From an optimization exercise on the open Yosys and OpenROAD flow, aimed at small area and a short achievable clock period; shortcuts taken in it are not production practice.
Function was not checked in any run shown here: the RTL went through the layout flow alone.

$ cat flow/config.mk
export PLATFORM = sky130hd
export DESIGN_NAME = top
export DESIGN_NICKNAME = top
export VERILOG_FILES = /design/flow/design.v
export SDC_FILE = /design/flow/constraint.sdc
export NUM_CORES = 4
export LEC_CHECK = 0
export CAP_MARGIN = 20
export CORE_MARGIN = 2
export CORE_UTILIZATION = 60
export CTS_BUF_LIST = sky130_fd_sc_hd__clkbuf_4
export SLEW_MARGIN = 20
export SYNTH_HIERARCHICAL = 1
$ cat flow/constraint.sdc
create_clock -name core_clock -period 10.0 [get_ports {clk}]
set_input_delay 2.0000 -clock core_clock [delete_from_list [all_inputs] [get_ports {clk}]]
set_output_delay 2.0000 -clock core_clock [all_outputs]
set_load 0.01 [all_outputs]
$ cat flow/design.v
module fa (input a, input b, input c, output s, output co);
    assign s = a ^ b ^ c;
    assign co = (a & b) | (c & (a ^ b));
endmodule
module ha (input a, input b, output s, output co);
    assign s = a ^ b;
    assign co = a & b;
endmodule
module g_inv (input a, output y);
    assign y = ~a;
endmodule
module g_nand2 (input a, input b, output y);
    assign y = ~(a & b);
endmodule
module g_nor2 (input a, input b, output y);
    assign y = ~(a | b);
endmodule
module g_or2 (input a, input b, output y);
    assign y = a | b;
endmodule
module g_nand2b (input an, input b, output y);
    assign y = ~(~an & b);
endmodule
module g_nor2b (input a, input bn, output y);
    assign y = ~(a | ~bn);
endmodule
module g_xor2 (input a, input b, output y);
    assign y = a ^ b;
endmodule
module g_xnor2 (input a, input b, output y);
    assign y = ~(a ^ b);
endmodule
module g_a21oi (input a1, input a2, input b1, output y);
    assign y = ~((a1 & a2) | b1);
endmodule
module g_o21ai (input a1, input a2, input b1, output y);
    assign y = ~((a1 | a2) & b1);
endmodule
module early (input [13:0] s, input [12:0] c, output [13:0] pb);
    wire e1s, e1c, e2s, e2c, e3s, e3c, e4s, e4c, e5s, e5c, e6s, e6c;
    wire e7s, e7c, e8s, e8c, e9s, e9c, e10s, e10c, e11s, e11c, e12s, e12c;
    wire e13s, e13c, e14, e15, e16, e17, e18, e19, e20, e21, e22, e23;
    wire e24, e25, e26, e27, e28, e29, e30, e31, e32, e33, e34, e35;
    wire e36, e37, e38, e39, e40, e41, e42, e43, e44, e45, e46, e47;
    wire e48, e49, e50, e51, e52, e53, e54;
    ha i1 (s[0], c[0], e1s, e1c);
    ha i2 (s[1], c[1], e2s, e2c);
    ha i3 (s[2], c[2], e3s, e3c);
    ha i4 (s[4], c[3], e4s, e4c);
    ha i5 (s[5], c[4], e5s, e5c);
    ha i6 (s[6], c[5], e6s, e6c);
    ha i7 (s[7], c[6], e7s, e7c);
    ha i8 (s[8], c[7], e8s, e8c);
    ha i9 (s[9], c[8], e9s, e9c);
    ha i10 (s[10], c[9], e10s, e10c);
    ha i11 (s[11], c[10], e11s, e11c);
    ha i12 (s[12], c[11], e12s, e12c);
    ha i13 (s[13], c[12], e13s, e13c);
    g_a21oi i14 (e2s, e1c, e2c, e14);
    g_nand2 i15 (s[3], e3c, e15);
    g_nand2 i16 (s[3], e3s, e16);
    g_a21oi i17 (e5s, e4c, e5c, e17);
    g_nand2 i18 (e5s, e4s, e18);
    g_a21oi i19 (e7s, e6c, e7c, e19);
    g_nand2 i20 (e7s, e6s, e20);
    g_a21oi i21 (e9s, e8c, e9c, e21);
    g_nand2 i22 (e9s, e8s, e22);
    g_a21oi i23 (e11s, e10c, e11c, e23);
    g_nand2 i24 (e11s, e10s, e24);
    g_a21oi i25 (e13s, e12c, e13c, e25);
    g_nand2 i26 (e13s, e12s, e26);
    g_o21ai i27 (e16, e14, e15, e27);
    g_o21ai i28 (e20, e17, e19, e28);
    g_nor2 i29 (e20, e18, e29);
    g_o21ai i30 (e24, e21, e23, e30);
    g_nor2 i31 (e24, e22, e31);
    g_a21oi i32 (e29, e27, e28, e32);
    g_inv i33 (e31, e33);
    g_inv i34 (e30, e34);
    g_o21ai i35 (e33, e32, e34, e35);
    g_inv i36 (e18, e36);
    g_inv i37 (e17, e37);
    g_a21oi i38 (e36, e27, e37, e38);
    g_o21ai i39 (e22, e32, e21, e39);
    g_inv i40 (e26, e40);
    g_inv i41 (e25, e41);
    g_a21oi i42 (e40, e35, e41, e42);
    g_inv i43 (e3s, e43);
    g_inv i44 (e3c, e44);
    g_o21ai i45 (e43, e14, e44, e45);
    g_a21oi i46 (e4s, e27, e4c, e46);
    g_inv i47 (e6s, e47);
    g_inv i48 (e6c, e48);
    g_o21ai i49 (e47, e38, e48, e49);
    g_inv i50 (e8s, e50);
    g_inv i51 (e8c, e51);
    g_o21ai i52 (e50, e32, e51, e52);
    g_a21oi i53 (e10s, e39, e10c, e53);
    g_a21oi i54 (e12s, e35, e12c, e54);
    g_xor2 i55 (e1s, 1'b0, pb[0]);
    g_xor2 i56 (e2s, e1c, pb[1]);
    g_xnor2 i57 (e3s, e14, pb[2]);
    g_xor2 i58 (s[3], e45, pb[3]);
    g_xor2 i59 (e4s, e27, pb[4]);
    g_xnor2 i60 (e5s, e46, pb[5]);
    g_xnor2 i61 (e6s, e38, pb[6]);
    g_xor2 i62 (e7s, e49, pb[7]);
    g_xnor2 i63 (e8s, e32, pb[8]);
    g_xor2 i64 (e9s, e52, pb[9]);
    g_xor2 i65 (e10s, e39, pb[10]);
    g_xnor2 i66 (e11s, e53, pb[11]);
    g_xor2 i67 (e12s, e35, pb[12]);
    g_xnor2 i68 (e13s, e54, pb[13]);
endmodule
module late (input [13:0] pb, input [6:0] xr, output [13:0] y);
    wire w1, w2, w3, w4, w5, w6, w7, w8, w9, w10, w11, w12;
    wire w13, w14, w15, w16, w17, w18, w19, w20, w21, w22, w23, w24;
    wire w25, w26, w27, w28, w29, w30, w31, w32, w33, w34, w35, w36;
    wire w37, w38, w39, w40, w41, w42, w43, w44, w45, w46, w47, w48;
    wire w49, w50, w51, w52, w53, w54, w55, w56, w57, w58, w59, w60;
    wire w61, w62, w63, w64, w65, w66, w67, w68, w69, w70, w71, w72;
    wire w73, w74, w75, w76, w77, w78, w79, w80, w81, w82, w83, w84;
    wire w85, w86, w87, w88, w89, w90, w91, w92, w93, w94, w95, w96;
    wire w97, w98, w99, w100, w101, w102, w103, w104, w105, w106, w107, w108;
    wire w109, w110, w111, w112, w113, w114, w115, w116, w117, w118, w119, w120;
    wire w121, w122, w123, w124, w125, w126, w127, w128, w129, w130, w131, w132;
    wire w133, w134, w135, w136;
    g_xnor2 i1 (xr[2], xr[0], w1);
    g_xnor2 i2 (pb[2], w1, w2);
    g_nand2 i3 (xr[2], xr[0], w3);
    g_inv i4 (pb[2], w4);
    g_o21ai i5 (w4, w1, w3, w5);
    g_xnor2 i6 (xr[3], xr[1], w6);
    g_xnor2 i7 (pb[3], w6, w7);
    g_nand2 i8 (xr[3], xr[1], w8);
    g_inv i9 (pb[3], w9);
    g_o21ai i10 (w9, w6, w8, w10);
    g_xnor2 i11 (xr[4], xr[2], w11);
    g_xnor2 i12 (pb[4], w11, w12);
    g_nand2 i13 (xr[4], xr[2], w13);
    g_inv i14 (pb[4], w14);
    g_o21ai i15 (w14, w11, w13, w15);
    g_xnor2 i16 (xr[5], xr[3], w16);
    g_xnor2 i17 (pb[5], w16, w17);
    g_nand2 i18 (xr[5], xr[3], w18);
    g_inv i19 (pb[5], w19);
    g_o21ai i20 (w19, w16, w18, w20);
    g_xor2 i21 (xr[6], xr[4], w21);
    g_xnor2 i22 (pb[6], w21, w22);
    g_nand2b i23 (xr[6], xr[4], w23);
    g_inv i24 (pb[6], w24);
    g_o21ai i25 (w24, w21, w23, w25);
    g_xor2 i26 (pb[7], xr[5], w26);
    g_xnor2 i27 (pb[8], xr[6], w27);
    g_nand2 i28 (pb[7], xr[5], w28);
    g_nand2b i29 (xr[6], pb[8], w29);
    g_nand2 i30 (pb[0], xr[0], w30);
    g_nor2 i31 (pb[0], xr[0], w31);
    g_xor2 i32 (pb[0], xr[0], w32);
    g_nand2 i33 (pb[1], xr[1], w33);
    g_nor2 i34 (pb[1], xr[1], w34);
    g_xor2 i35 (pb[1], xr[1], w35);
    g_nand2 i36 (w7, w5, w36);
    g_nor2 i37 (w7, w5, w37);
    g_xor2 i38 (w7, w5, w38);
    g_nand2 i39 (w12, w10, w39);
    g_nor2 i40 (w12, w10, w40);
    g_xor2 i41 (w12, w10, w41);
    g_nand2 i42 (w17, w15, w42);
    g_nor2 i43 (w17, w15, w43);
    g_xor2 i44 (w17, w15, w44);
    g_nand2 i45 (w22, w20, w45);
    g_nor2 i46 (w22, w20, w46);
    g_xor2 i47 (w22, w20, w47);
    g_nand2 i48 (w26, w25, w48);
    g_nor2 i49 (w26, w25, w49);
    g_xor2 i50 (w26, w25, w50);
    g_nand2b i51 (w28, w27, w51);
    g_nand2b i52 (w27, w28, w52);
    g_xnor2 i53 (w27, w28, w53);
    g_nand2b i54 (w29, pb[9], w54);
    g_nand2b i55 (pb[9], w29, w55);
    g_xnor2 i56 (pb[9], w29, w56);
    g_o21ai i57 (w34, w30, w33, w57);
    g_nand2b i58 (w33, w2, w58);
    g_nand2b i59 (w34, w2, w59);
    g_nand2b i60 (w37, w2, w60);
    g_o21ai i61 (w40, w36, w39, w61);
    g_nor2 i62 (w40, w37, w62);
    g_o21ai i63 (w43, w39, w42, w63);
    g_nor2 i64 (w43, w40, w64);
    g_o21ai i65 (w46, w42, w45, w65);
    g_nor2 i66 (w46, w43, w66);
    g_o21ai i67 (w49, w45, w48, w67);
    g_nor2 i68 (w49, w46, w68);
    g_inv i69 (w52, w69);
    g_o21ai i70 (w69, w48, w51, w70);
    g_nand2b i71 (w49, w52, w71);
    g_inv i72 (w55, w72);
    g_o21ai i73 (w72, w51, w54, w73);
    g_nand2 i74 (w55, w52, w74);
    g_nand2b i75 (pb[10], w54, w75);
    g_nor2 i76 (pb[11], pb[10], w76);
    g_nor2 i77 (pb[12], pb[11], w77);
    g_nand2 i78 (pb[13], pb[12], w78);
    g_o21ai i79 (w59, w30, w58, w79);
    g_inv i80 (w57, w80);
    g_o21ai i81 (w60, w80, w36, w81);
    g_inv i82 (w58, w82);
    g_a21oi i83 (w62, w82, w61, w83);
    g_nand2b i84 (w59, w62, w84);
    g_inv i85 (w36, w85);
    g_a21oi i86 (w64, w85, w63, w86);
    g_nand2b i87 (w60, w64, w87);
    g_a21oi i88 (w66, w61, w65, w88);
    g_nand2 i89 (w66, w62, w89);
    g_a21oi i90 (w68, w63, w67, w90);
    g_nand2 i91 (w68, w64, w91);
    g_inv i92 (w71, w92);
    g_a21oi i93 (w92, w65, w70, w93);
    g_nand2b i94 (w71, w66, w94);
    g_inv i95 (w74, w95);
    g_a21oi i96 (w95, w67, w73, w96);
    g_nand2b i97 (w74, w68, w97);
    g_a21oi i98 (w55, w70, w75, w98);
    g_nand2b i99 (w71, w55, w99);
    g_nand2b i100 (w73, w76, w100);
    g_nand2b i101 (w75, w77, w101);
    g_inv i102 (pb[13], w102);
    g_o21ai i103 (w102, w76, w78, w103);
    g_o21ai i104 (w84, w30, w83, w104);
    g_inv i105 (w57, w105);
    g_o21ai i106 (w87, w105, w86, w106);
    g_inv i107 (w79, w107);
    g_o21ai i108 (w89, w107, w88, w108);
    g_inv i109 (w81, w109);
    g_o21ai i110 (w91, w109, w90, w110);
    g_o21ai i111 (w94, w83, w93, w111);
    g_nor2 i112 (w94, w84, w112);
    g_o21ai i113 (w97, w86, w96, w113);
    g_nor2 i114 (w97, w87, w114);
    g_o21ai i115 (w99, w88, w98, w115);
    g_nor2 i116 (w99, w89, w116);
    g_inv i117 (w100, w117);
    g_o21ai i118 (w74, w90, w117, w118);
    g_nor2 i119 (w74, w91, w119);
    g_inv i120 (w55, w120);
    g_inv i121 (w101, w121);
    g_o21ai i122 (w120, w93, w121, w122);
    g_nand2b i123 (w94, w55, w123);
    g_inv i124 (pb[13], w124);
    g_inv i125 (w103, w125);
    g_o21ai i126 (w124, w96, w125, w126);
    g_nand2b i127 (w97, pb[13], w127);
    g_inv i128 (w30, w128);
    g_a21oi i129 (w112, w128, w111, w129);
    g_a21oi i130 (w114, w57, w113, w130);
    g_a21oi i131 (w116, w79, w115, w131);
    g_a21oi i132 (w119, w81, w118, w132);
    g_inv i133 (w123, w133);
    g_a21oi i134 (w133, w104, w122, w134);
    g_inv i135 (w127, w135);
    g_a21oi i136 (w135, w106, w126, w136);
    g_xor2 i137 (w32, 1'b0, y[0]);
    g_xnor2 i138 (w35, w30, y[1]);
    g_xor2 i139 (w2, w57, y[2]);
    g_xor2 i140 (w38, w79, y[3]);
    g_xor2 i141 (w41, w81, y[4]);
    g_xor2 i142 (w44, w104, y[5]);
    g_xor2 i143 (w47, w106, y[6]);
    g_xor2 i144 (w50, w108, y[7]);
    g_xor2 i145 (w53, w110, y[8]);
    g_xnor2 i146 (w56, w129, y[9]);
    g_xor2 i147 (pb[10], w130, y[10]);
    g_xor2 i148 (pb[11], w131, y[11]);
    g_xor2 i149 (pb[12], w132, y[12]);
    g_xnor2 i150 (pb[13], w134, y[13]);
endmodule
module top #(parameter m = 7) (
    input clk,
    input signed [m-1:0] noise_in,
    output reg signed [2*m-1:0] filter_out
);
    reg [6:0] d0, d1, d2, d3, d4, d5, d6, d7;
    reg [12:0] s2;
    reg [11:0] c2;
    reg [13:0] s1;
    reg [12:0] c1;
    wire n1, n2, n3, n4, n5, n6, n7, n8, n9, n10, n11, n12;
    wire n13, n14, n15, n16, n17, n18, n19, n20, n21, n22, n23, n24;
    wire n25, n26, n27, n28, n29, n30, n31, n32, n33, n34, n35, n36;
    wire n37, n38, n39, n40, n41, n42, n43, n44, n45, n46, n47, n48;
    wire n49, n50, n51, n52, n53, n54, n55, n56, n57, n58, n59, n60;
    wire n61, n62, n63, n64, n65, n66, n67, n68, n69, n70, n71, n72;
    wire n73, n74, n75, n76, n77, n78, n79, n80, n81, n82, n83, n84;
    wire n85, n86, n87, n88, n89, n90, n91, n92, n93, n94, n95, n96;
    wire n97, n98, n99, n100, n101, n102, n103, n104, n105, n106, n107, n108;
    wire n109, n110, n111, n112, n113, n114, n115, n116, n117, n118, n119, n120;
    wire n121, n122, n123, n124, n125, n126, n127, n128, n129, n130, n131, n132;
    wire n133, n134, n135, n136, n137, n138, n139, n140, n141, n142, n143, n144;
    wire n145, n146, n147, n148, n149, n150, n151, n152, n153, n154, n155, n156;
    wire n157, n158, n159, n160, n161, n162, n163, n164, n165, n166, n167, n168;
    wire n169, n170, n171, n172, n173, n174, n175, n176, n177, n178, n179, n180;
    wire n181, n182, n183, n184, n185, n186, n187, n188, n189, n190, n191, n192;
    wire n193, n194, n195, n196, n197, n198, n199, n200, n201, n202, n203, n204;
    wire n205, n206, n207, n208, n209, n210, n211, n212, n213, n214, n215, n216;
    wire n217, n218, n219, n220, n221, n222, n223, n224, n225, n226, n227, n228;
    wire n229, n230, n231, n232, n233, n234, n235, n236, n237, n238, n239, n240;
    wire n241, n242, n243, n244, n245, n246, n247, n248, n249, n250, n251, n252;
    wire n253, n254, n255, n256, n257, n258, n259, n260, n261, n262, n263, n264;
    wire n265, n266, n267, n268, n269, n270, n271, n272, n273, n274, n275, n276;
    wire n277, n278, n279, n280;
    fa u1 (d2[0], d2[3], d3[0], n1, n2);
    ha u2 (d3[4], d4[0], n3, n4);
    fa u3 (d2[1], d2[4], d3[1], n5, n6);
    fa u4 (d3[5], d4[1], ~d4[5], n7, n8);
    ha u5 (d5[2], d5[4], n9, n10);
    fa u6 (d2[2], d2[5], d3[2], n11, n12);
    fa u7 (~d3[6], d4[2], d4[6], n13, n14);
    fa u8 (d5[3], d5[5], ~d5[6], n15, n16);
    fa u9 (d2[3], ~d2[6], d3[3], n17, n18);
    ha u10 (d4[3], d5[4], n19, n20);
    ha u11 (d2[0], d3[1], n21, n22);
    fa u12 (d2[1], d3[2], ~d4[2], n23, n24);
    fa u13 (d2[2], d3[3], ~d4[3], n25, n26);
    fa u14 (d5[0], d5[2], d5[3], n27, n28);
    fa u15 (~d4[4], d5[1], d5[3], n29, n30);
    fa u16 (d5[4], d6[1], d7[2], n31, n32);
    ha u17 (d7[4], n3, n33, n34);
    fa u18 (d5[5], d6[2], d7[3], n35, n36);
    fa u19 (d7[5], n4, n9, n37, n38);
    fa u20 (n2, n5, n7, n39, n40);
    fa u21 (d6[3], d7[4], ~d7[6], n41, n42);
    fa u22 (n10, n6, n8, n43, n44);
    fa u23 (n11, n13, n15, n45, n46);
    fa u24 (~d5[6], d6[4], d7[5], n47, n48);
    fa u25 (n19, n12, n14, n49, n50);
    g_xnor2 u26s (n16, n17, n51);
    g_or2 u26c (n16, n17, n52);
    fa u27 (d2[4], d3[4], d4[4], n53, n54);
    fa u28 (d5[5], d6[5], ~d7[6], n55, n56);
    ha u29 (n20, n18, n57, n58);
    fa u30 (d2[5], d3[5], d4[5], n59, n60);
    ha u31 (~d5[6], ~d6[6], n61, n62);
    fa u32 (~d4[1], d5[0], d5[1], n63, n64);
    fa u33 (d5[1], d5[2], d7[0], n65, n66);
    ha u34 (d7[2], n22, n67, n68);
    fa u35 (d6[0], d7[1], d7[3], n69, n70);
    fa u36 (n24, n25, n27, n71, n72);
    fa u37 (n26, n28, n1, n73, n74);
    fa u38 (n29, n31, n33, n75, n76);
    fa u39 (n30, n32, n35, n77, n78);
    fa u40 (n34, n37, n39, n79, n80);
    fa u41 (n36, n41, n38, n81, n82);
    fa u42 (n40, n43, n45, n83, n84);
    fa u43 (n42, n47, n44, n85, n86);
    fa u44 (n46, n49, n51, n87, n88);
    fa u45 (n48, n53, n55, n89, n90);
    fa u46 (n57, n50, n52, n91, n92);
    fa u47 (n61, n54, n56, n93, n94);
    g_xnor2 u48s (n59, n58, n95);
    g_or2 u48c (n59, n58, n96);
    fa u49 (~d2[6], ~d3[6], ~d4[6], n97, n98);
    ha u50 (n62, n60, n99, n100);
    ha u51 (d3[0], ~d4[0], n101, n102);
    fa u52 (d7[1], n21, n63, n103, n104);
    fa u53 (n64, n23, n65, n105, n106);
    fa u54 (n66, n68, n69, n107, n108);
    fa u55 (n70, n72, n73, n109, n110);
    fa u56 (n74, n77, n76, n111, n112);
    fa u57 (n78, n81, n80, n113, n114);
    fa u58 (n82, n85, n84, n115, n116);
    fa u59 (n89, n86, n88, n117, n118);
    fa u60 (n90, n93, n95, n119, n120);
    fa u61 (n97, n99, n94, n121, n122);
    ha u62 (d5[0], d7[0], n123, n124);
    g_xnor2 u63s (n102, n103, n125);
    g_or2 u63c (n102, n103, n126);
    fa u64 (n67, n104, n105, n127, n128);
    fa u65 (n106, n71, n107, n129, n130);
    fa u66 (n108, n75, n109, n131, n132);
    fa u67 (n110, n79, n111, n133, n134);
    fa u68 (n112, n83, n113, n135, n136);
    fa u69 (n87, n114, n115, n137, n138);
    fa u70 (n91, n116, n117, n139, n140);
    fa u71 (n92, n119, n118, n141, n142);
    fa u72 (n96, n121, n120, n143, n144);
    fa u73 (n98, n100, n122, n145, n146);
    ha u74 (s2[3], c2[3], n147, n148);
    fa u75 (s2[4], c2[4], d0[1], n149, n150);
    fa u76 (d0[3], d0[4], d1[0], n151, n152);
    fa u77 (s2[5], c2[5], d0[2], n153, n154);
    fa u78 (d0[4], d0[5], d1[1], n155, n156);
    ha u79 (~d1[5], d2[1], n157, n158);
    fa u80 (s2[6], c2[6], d0[3], n159, n160);
    fa u81 (d0[5], ~d0[6], d1[2], n161, n162);
    fa u82 (d1[6], d2[2], ~d2[6], n163, n164);
    fa u83 (s2[7], c2[7], d0[4], n165, n166);
    ha u84 (~d0[6], d1[3], n167, n168);
    ha u85 (s2[8], c2[8], n169, n170);
    ha u86 (s2[0], c2[0], n171, n172);
    fa u87 (s2[1], c2[1], d0[0], n173, n174);
    ha u88 (d0[1], ~d1[1], n175, n176);
    fa u89 (s2[2], c2[2], d0[1], n177, n178);
    fa u90 (d0[2], ~d1[2], d2[2], n179, n180);
    fa u91 (d0[0], d0[2], d0[3], n181, n182);
    fa u92 (~d1[3], d2[3], n147, n183, n184);
    fa u93 (~d1[4], d2[0], d2[4], n185, n186);
    fa u94 (n148, n149, n151, n187, n188);
    fa u95 (d2[5], n157, n150, n189, n190);
    fa u96 (n152, n153, n155, n191, n192);
    fa u97 (n158, n154, n156, n193, n194);
    fa u98 (n159, n161, n163, n195, n196);
    fa u99 (d2[3], n167, n160, n197, n198);
    fa u100 (n162, n164, n165, n199, n200);
    fa u101 (d0[5], d1[4], d2[4], n201, n202);
    fa u102 (n168, n169, n166, n203, n204);
    fa u103 (s2[9], c2[9], ~d0[6], n205, n206);
    fa u104 (d1[5], d2[5], n170, n207, n208);
    fa u105 (s2[10], c2[10], ~d1[6], n209, n210);
    ha u106 (d0[0], ~d1[0], n211, n212);
    fa u107 (d2[1], n172, n175, n213, n214);
    fa u108 (n176, n174, n177, n215, n216);
    fa u109 (n178, n180, n181, n217, n218);
    fa u110 (n182, n185, n184, n219, n220);
    fa u111 (n186, n188, n189, n221, n222);
    fa u112 (n190, n192, n193, n223, n224);
    fa u113 (n194, n196, n197, n225, n226);
    fa u114 (n201, n198, n200, n227, n228);
    fa u115 (n202, n205, n207, n229, n230);
    fa u116 (~d2[6], n206, n209, n231, n232);
    ha u117 (s2[11], c2[11], n233, n234);
    ha u118 (d2[0], n171, n235, n236);
    fa u119 (n212, n173, n213, n237, n238);
    fa u120 (n179, n214, n215, n239, n240);
    fa u121 (n183, n216, n217, n241, n242);
    fa u122 (n218, n187, n219, n243, n244);
    fa u123 (n191, n220, n221, n245, n246);
    fa u124 (n195, n222, n223, n247, n248);
    fa u125 (n199, n224, n225, n249, n250);
    fa u126 (n203, n226, n227, n251, n252);
    fa u127 (n204, n229, n228, n253, n254);
    fa u128 (n208, n231, n230, n255, n256);
    fa u129 (n233, n210, n232, n257, n258);
    ha u130 (s2[12], n234, n259, n260);
    fa u131 (n240, n241, noise_in[0], n261, n262);
    fa u132 (n242, n243, noise_in[1], n263, n264);
    fa u133 (n244, noise_in[2], n245, n265, n266);
    fa u134 (n246, noise_in[3], n247, n267, n268);
    fa u135 (n248, noise_in[4], n249, n269, n270);
    fa u136 (n250, noise_in[5], n251, n271, n272);
    fa u137 (n253, n252, ~noise_in[6], n273, n274);
    ha u138 (n255, n254, n275, n276);
    ha u139 (n257, n256, n277, n278);
    ha u140 (n259, n258, n279, n280);
    wire [13:0] pb, y;
    early u_early (s1, c1, pb);
    late u_late (pb, noise_in, y);
    always @(posedge clk) begin
        d0 <= noise_in;
        d1 <= d0;
        d2 <= d1;
        d3 <= d2;
        d4 <= d3;
        d5 <= d4;
        d6 <= d5;
        d7 <= d6;
        s2 <= {n146, n144, n142, n140, n138, n136, n134, n132, n130, n128, n126, n124, n101};
        c2 <= {n145, n143, n141, n139, n137, n135, n133, n131, n129, n127, n125, n123};
        s1 <= {n280, n278, n276, n274, n272, n270, n268, n266, n264, n262, n261, n238, n236, n211};
        c1 <= {n260, n279, n277, n275, n273, n271, n269, n267, n265, n263, n239, n237, n235};
        filter_out <= y;
    end
endmodule
$ cat flow/flow/run.sh
#!/bin/bash
# The standard ORFS layout, with one change: the port buffers are buf_4
# cells instead of the delay buffer that buffer_ports picks by default, which
# puts about half a nanosecond on every path from an input.
set -euo pipefail
export BUFFER_PORTS_ARGS="-buffer_cell sky130_fd_sc_hd__buf_4"
bash standard.sh finish > standard.log 2>&1
$ cat flow/standard.sh
#!/bin/bash
# synth_recipe.tcl (not shown) runs the flow's synth.tcl, then flattens the netlist and writes it again
# the make line also repeats each setting of config.mk as NAME=value (left out here)
make -C /OpenROAD-flow-scripts/flow DESIGN_CONFIG=/design/flow/config.mk WORK_HOME=/design/flow/orfs CLKGATE_MAP_FILE= SYNTH_SCRIPT=/design/flow/synth_recipe.tcl "${@:-finish}"
==> impl_results.md, run 1 <==
- Yosys warns: 7
- CTS clk-pin slew, worst paths: roughly 0.11 ns
- CP startpoint kind: input pin
- Mean Syn Cell Area: roughly 13 µm²
- CTS root buf: clkbuf_4
- Clk sinks: 122
- Post-route clock period utilization: 0.317
- Final Hold Viols: 0
- Setup bufs post-CTS: 0
- Max-slew violation count: 0
- CP Class: in -> reg
- Largest net degree at the start of global routing: 17
- Final Util: 0.681
- Post-Synthesis Cells: 491
- Met1 usage: 0.263
- Max-slew headroom: 0.671
- Syn nets: around 650
- Routed wire length: 10.7 mm
- Number of port buffers: 21
- Clk buf depth: 2
- Area Overhead vs Synth: 9.44%
- Final #Nets: 689
- GRT met2 Usage: 0.385
- Drt initial violations: between 90 and 100
- CTS H-tree depth: 4
- Slew @ Worst Pin: 0.490 ns
- HP Class: reg -> reg
- Synth cell types: 13
- Arr. time, crit path: approximately 3.6 ns
- First-pass GRT wire length: 18.5 mm
- Busiest grt layer: met2
- Final setup viols: 0
- Number of max-cap violations: 0
- # rows: 37
- GR Overflow Total: 0
- Post-CTS Hold Fix Bufs: 0
- Die Ht: 108 µm
- GPL Wtd Cong: a little under 0.9
- FMAX: 0.316 GHz
- Worst-path fanout max: 6
- Share of cells above drive strength 1: 0.134
- Met3 Resource Use GR: 0.0630
- Core area: slightly above 10000 µm²
- DR vias/cell: between 4 and 5
- Average wire per standard cell: 15.7 µm
- Mapped Area: between 6000 and 7000 µm²
- Clock Latency Late Sink: 0.52 ns
- TritonRoute pass-1 iters: 4
- CTS tree: done
- Full die area: 11600 µm²
- Seq/Total Area, Yosys: 0.378
- DRC Markers: 0
- Chip width: about 110 µm
- HPWL Detailed: 8.92 mm
- IO Pins: 22
- Post-DRT Antenna Nets: 0
- Initial antenna violation count: 1
- Register bit count reported by yosys: 122
- Critical Path RT: 10.42 ns
- Total track usage: 0.222
- Worst Skew: 0.00663 ns
- CTS Buf Count: 17
- R2R Setup Slk: ~6.9 ns
- Post-CTS resize count: 0
- Worst setup EP type: flip-flop
- Min Clock Period, post-route: about 3.2 ns
- Initial Util: 0.622
- Vias in the first global route: 3890
- Setup TNS Final: 0 ns
- Vias: about 3400
- Run status: no timing/DRC/antenna violations
- RSZ-0062 raised after global routing: false
## per-module statistics from Yosys, one instance, submodules excluded
module    flops+latches  cell area, µm²  copies in the design  cells
g_or2                 0            6.26                     3      1
g_o21ai               0            5.00                    31      1
g_nand2               0            3.75                    21      1
g_xnor2               0            8.76                    24      1
late                  0            3.75                     1      1
g_xor2                0            8.76                    28      1
g_nand2b              0            6.26                    19      1
g_a21oi               0            8.76                    22      1
fa                    0            20.0                   113      1
g_inv                 0            3.75                    30      1
early                 0            3.75                     1      1
g_nor2                0            3.75                    18      1
ha                    0            12.5                    37      1
top                 122            2520                     1    143
## placed cells by master (no fill, tap or decap), types with 3 or more instances in the layout
master	instances
clkinvlp_4	7
or2_1	3
a21oi_2	22
nand2_1	21
buf_4	21
clkbuf_4	17
inv_1	51
xor2_1	28
dfxtp_1	122
nand2b_1	19
nor2_1	18
ha_1	37
xnor2_1	24
o21ai_1	31
fa_1	113
## worst paths after layout
| kind | from | to | cells past startpoint |
|---|---|---|---|
| worst max-delay path | noise_in[2] | filter_out[13]$_DFF_P_ | 9 |
| worst min-delay path | d3[6]$_DFF_P_ | d4[6]$_DFF_P_ | 0 |
| worst max register to register | d2[5]$_DFF_P_ | c2[7]$_DFF_P_ | 5 |
| worst min register to register | d3[6]$_DFF_P_ | d4[6]$_DFF_P_ | 0 |
## flip-flops by register name, summed over array words and instances, names as in the netlist
signal / flops
d2: 7
d1: 7
d0: 7
s2: 13
c2: 12
d3: 7
d5: 7
filter_out: 14
d6: 7
d7: 7
d4: 7
c1: 13
s1: 14
## logic make-up after synthesis
kind of cell,after synthesis,synth area share
simple gates,61,0.0440
compound gates,53,0.0539
flops,122,0.378
fa+ha+maj,150,0.422
buf+inv,51,0.0297
other cells,2,0.00116
xor+xnor,52,0.0706
## worst max-delay path: stages
cell and delay (ns):
buf_4 0.14, xnor2_1 0.23, xnor2_1 0.21, nor2_1 0.12
nor2_1 0.23, nand2b_1 0.15, o21ai_1 0.26, a21oi_2 0.11
xnor2_1 0.14
## area by class of cell
class / instances / area, µm²
Clock inverter: 15 / 151
Inverter: 51 / 191
Sequential cell: 122 / 2440
Tap cell: 136 / 170
Timing Repair Buffer: 21 / 158
Clock buffer: 17 / 128
Antenna cell: 1 / 2.50
Multi-Input combinational cell: 318 / 3820
Fill cell: 805 / 3310
## metrics by stage
step | setup WS, ns | area, µm² | instances | hold slack, ns
2_1_floorplan | 6.71 | 6450 | 491 | 0.331
3_3_place_gp | 6.31 | 6780 | 648 | 0.336
3_5_place_dp | 6.29 | 6780 | 648 | 0.338
4_1_cts | 6.90 | 7060 | 680 | 0.362
5_1_grt | 6.70 | 7060 | 681 | 0.369
6_report | 6.83 | 7060 | 681 | 0.360
## synth_stat cells
cell,number,area [µm²]
a21oi_2,22,193
or2_1,3,18.8
nand2b_1,19,119
xnor2_1,24,210
ha_1,37,463
conb_1,2,7.51
nor2_1,18,67.6
inv_1,51,191
dfxtp_1,122,2440
fa_1,113,2260
nand2_1,21,78.8
o21ai_1,31,155
xor2_1,28,245
## layer usage
layer	vias to the layer above	part of all wire	routed length [µm]
met2	36	0.54	5730
met1	1699	0.43	4550
met4	0	0.011	121
met5	-	0	0
li1	1616	-	-
met3	9	0.028	298
==> inputs of run 2 (changes only) <==
--- a/flow/flow/run.sh
+++ b/flow/flow/run.sh
@@ -6,2 +6,4 @@
 export BUFFER_PORTS_ARGS="-buffer_cell sky130_fd_sc_hd__buf_4"
+export SETUP_SLACK_MARGIN=6.9
+export SETUP_MOVE_SEQUENCE=sizeup,swap
 bash standard.sh finish > standard.log 2>&1
==> run 2 against run 1 <==
- critical path depth stayed put
- still clean on timing, DRC and antenna
- clock skew is 0.011 ns higher
==> impl_results.md, run 2 <==
- Run status: no timing/DRC/antenna violations (unchanged)
- Most used DFF post-synth: dfxtp_1 (unchanged)
- Routed length on met1: 4.59 mm (was 4.55 mm)
- Post-Synthesis Cells: 491 (unchanged)
- Post-synthesis compound-gate area fraction: 0.0539 (unchanged)
- Largest net degree at the start of global routing: 17 (unchanged)
- Worst setup EP type: flip-flop (unchanged)
- Area Overhead vs Synth: 14.2% (was 9.44%)
- Max-slew violation count: 0 (unchanged)
- HP Class: reg -> reg (unchanged)
- Setup WS pre-CTS: 6.38 ns (was 6.29 ns)
- Syn nets: 649 (unchanged)
- First-pass GRT wire length: 19.2 mm (was 18.5 mm)
- Average wire per standard cell: 16.2 µm (was 15.7 µm)
- DRC Markers: 0 (unchanged)
- Full die area: 11600 µm² (unchanged)
- Final Util: 0.711 (was 0.681)
- CTS clk-pin slew, worst paths: 0.10 ns (was 0.11 ns)
- Final setup viols: 0 (unchanged)
- Met3 wire len: 251 µm (was 298 µm)
- Number of port buffers: 21 (unchanged)
- CTS Buf Count: 17 (unchanged)
- Synth area leader: dfxtp_1 (unchanged)
- Main combinational cell family by area after synthesis: adder cells (unchanged)
- Clock Latency Late Sink: 0.50 ns (was 0.52 ns)
- GPL Wtd Cong: 0.858 (was 0.892)
- HPWL Detailed: 9.05 mm (was 8.92 mm)
- Vias: 3384 (was 3360)
- CP startpoint kind: input pin (unchanged)
- Largest registers: filter_out (14), s1 (14) (unchanged)
- Top cells by count, synth: dfxtp_1, fa_1, inv_1 (unchanged)
- CTS tree: done (unchanged)
- Synth Area in Adders: 0.422 (unchanged)
- DR vias/cell: 4.98 (was 4.93)
- Crit-path slowest cell: xnor2_4 (was o21ai_1)
- Die Ht: 108 µm (unchanged)
- Final #Nets: 689 (unchanged)
- Total track usage: 0.226 (was 0.222)
- Arr. time, crit path: 3.45 ns (was 3.59 ns)
- Worst Skew: 0.0181 ns (was 0.00663 ns)
- Placed cell count: 648 (unchanged)
- Post-synth top area share: 0.378 (unchanged)
- Cell mode on critical path: xnor2_4 (was xnor2_1)
- Initial Util: 0.622 (unchanged)
- Crit path largest cell delay: 0.27 ns (was 0.26 ns)
- Synth cell types: 13 (unchanged)
- Core area: 10400 µm² (unchanged)
- Mapped Area: 6450 µm² (unchanged)
- Crit-path leading delay family: XOR/XNOR gates (unchanged)
- Synth top area cells: dfxtp_1, fa_1, ha_1 (unchanged)
- R2R Setup Slk: 7.04 ns (was 6.93 ns)
- FMAX: 0.327 GHz (was 0.316 GHz)
- Register bit count reported by yosys: 122 (unchanged)
- Min Clock Period, post-route: 3.06 ns (was 3.17 ns)
- CP Class: in -> reg (unchanged)
- Met2 WL post-DR: 6.02 mm (was 5.73 mm)
- Post-Synth XOR/XNOR Area: 0.0706 (unchanged)
- Yosys warns: 7 (unchanged)
- Post-route clock period utilization: 0.306 (was 0.317)
- Post-Synth Simple-Gate Area: 0.0440 (unchanged)
- Worst-path fanout max: 6 (unchanged)
- Commonest non-fill, non-tap cell in the layout: dfxtp_1 (unchanged)
- ANT cells: 0 (was 1)
- Clk buf depth: 2 (unchanged)
- CTS root buf: clkbuf_4 (unchanged)
- Worst path bufs/invs: 1 (unchanged)
- Final worst slack: 6.94 ns (was 6.83 ns)
- IO Pins: 22 (unchanged)
- Final Hold Viols: 0 (unchanged)
- Routed wire length: 11.0 mm (was 10.7 mm)
- Number of max-cap violations: 0 (unchanged)
- RSZ-0062 raised after global routing: false (unchanged)
- Mux share of post-synthesis cell area: 0 (unchanged)
- Post-Layout Cell Count: 679 (was 681)
- Seq/Total Area, Yosys: 0.378 (unchanged)
- Share of cells above drive strength 1: 0.215 (was 0.134)
- Top layer reached by signal wires: met4 (unchanged)
- Critical path cell sequence: buf_4, xnor2_4, xnor2_4, nor2_4, nor2_2, nand2b_1, o21ai_2, a21oi_2, xnor2_1 (was buf_4, xnor2_1, xnor2_1, nor2_1, nor2_1, nand2b_1, o21ai_1, a21oi_2, xnor2_1)
- Fraction of registers with async set/reset: 0 (unchanged)
- CTS H-tree depth: 4 (unchanged)
- Most frequent cells in the layout: dfxtp_1, fa_1, inv_1 (unchanged)
- Chip width: 108 µm (unchanged)
- Post-DRT Antenna Nets: 0 (unchanged)
- Critical Path RT: 10.39 ns (was 10.42 ns)
- Number of synthesized flops with an enable pin: 0 (unchanged)
- Drt initial violations: 98 (was 95)
- Vias in the first global route: 4042 (was 3890)
- Setup TNS Final: 0 ns (unchanged)
- Initial antenna violation count: 0 (was 1)
- Clk sinks: 122 (unchanged)
- Most frequent cell after synthesis: dfxtp_1 (unchanged)
- Mean Syn Cell Area: 13.1 µm² (unchanged)
- GR Overflow Total: 0 (unchanged)
- # rows: 37 (unchanged)
- TritonRoute pass-1 iters: 6 (was 4)
==> run 2: cell counts after synthesis <==
No cell type changed its count.
==> run 2: per-module statistics from Yosys (local to each module, per instance), a selection <==
| module | copies in the design | area [µm²] |
|---|---|---|
| top | 1 | 2520 |
| late | 1 | 3.75 |
| g_inv | 30 | 3.75 |
| g_xor2 | 28 | 8.76 |
| g_o21ai | 31 | 5.00 |
| g_xnor2 | 24 | 8.76 |
| g_a21oi | 22 | 8.76 |
==> run 2: worst register-to-register path: stages (launching register included) <==
cell and delay [ns]:
dfxtp_1 0.33, inv_1 0.23, fa_1 0.50, fa_1 0.40, fa_1 0.48, fa_1 0.51, fa_1 0.40
==> run 2: layout make-up <==
| cell class | count | area, µm² |
|---|---|---|
| Inverter | 51 | 191 |
| Timing Repair Buffer | 21 | 158 |
| Fill cell | 749 | 3000 |
| Sequential cell | 122 | 2450 |
| Tap cell | 136 | 170 |
| Clock buffer | 17 | 128 |
| Clock inverter | 14 | 149 |
| Multi-Input combinational cell | 318 | 4130 |
==> run 2: logic make-up (layout without fill, tap and decap cells) <==
logic type	Yosys count	count (layout)
xor gates and xnor gates	52	52
and+or+nand+nor	61	61
adders and majority gates	150	150
other	2	2
AOI/OAI and AO/OA	53	53
buffers and inverters	51	103
DFF	122	122
==> run 2: what timing repair did <==
action	4_1_cts	5_1_grt
hold buffers	0	0
setup buffers	0	0
resized for setup	0	13
setup endpoints to repair	0	7
==> run 2: worst paths after layout <==
| check | startpoint | depth (start not counted) | endpoint |
|---|---|---|---|
| setup reg to reg | d2[6]$_DFF_P_ | 6 | c1[6]$_DFF_P_ |
| hold / removal | d0[6]$_DFF_P_ | 0 | d1[6]$_DFF_P_ |
| hold reg to reg | d0[6]$_DFF_P_ | 0 | d1[6]$_DFF_P_ |
| setup / recovery | noise_in[2] | 9 | filter_out[13]$_DFF_P_ |
==> run 2: layer usage <==
| metal | vias up | global-route usage |
|---|---|---|
| li1 | 1623 | - |
| met1 | 1717 | 0.266 |
| met2 | 34 | 0.413 |
| met3 | 10 | 0.0466 |
| met4 | 0 | 0.0733 |
| met5 | - | 0 |
==> run 2: metrics by stage <==
stage          area, µm²  hold WS (ns)
2_1_floorplan       6700         0.331
4_1_cts             7300         0.354
3_5_place_dp        7030         0.337
6_report            7370         0.357
3_3_place_gp        7030         0.337
5_1_grt             7370         0.356

separate check: timing with driven ports:
No port has a modelled driver above. Below, the same layouts with a new extraction and two added sets of constraints. Step 1 (the two cells are an assumption about what drives the block):
set clk [get_ports {clk}]
set_driving_cell -lib_cell sky130_fd_sc_hd__clkbuf_16 $clk
set_driving_cell -lib_cell sky130_fd_sc_hd__buf_2 [delete_from_list [all_inputs] $clk]
Step 2 moves the port delays by t, midway between the first and last clock arrival at a register: inputs arrive t later, outputs are due t later. That takes back most of the time a late clock gives input paths. a / b / c = no drivers / after step 1 / after step 2; a / b = the first two.
run	t (ns)	slack for setup (ns)	worst setup path at the end	clock arrival spread, ns	worst register clock-pin slew, ns
run 1	0.552	6.833 / 6.847 / 6.295	input to register	0.007 / 0.007	0.11 / 0.11
run 2	0.526	6.944 / 6.950 / 6.424	input to register	0.018 / 0.019	0.13 / 0.13
After both steps setup and hold are still met in every run listed. The setup slack of run 1, which loses most, moves by +0.014 ns with the drivers and by -0.538 ns with both steps.
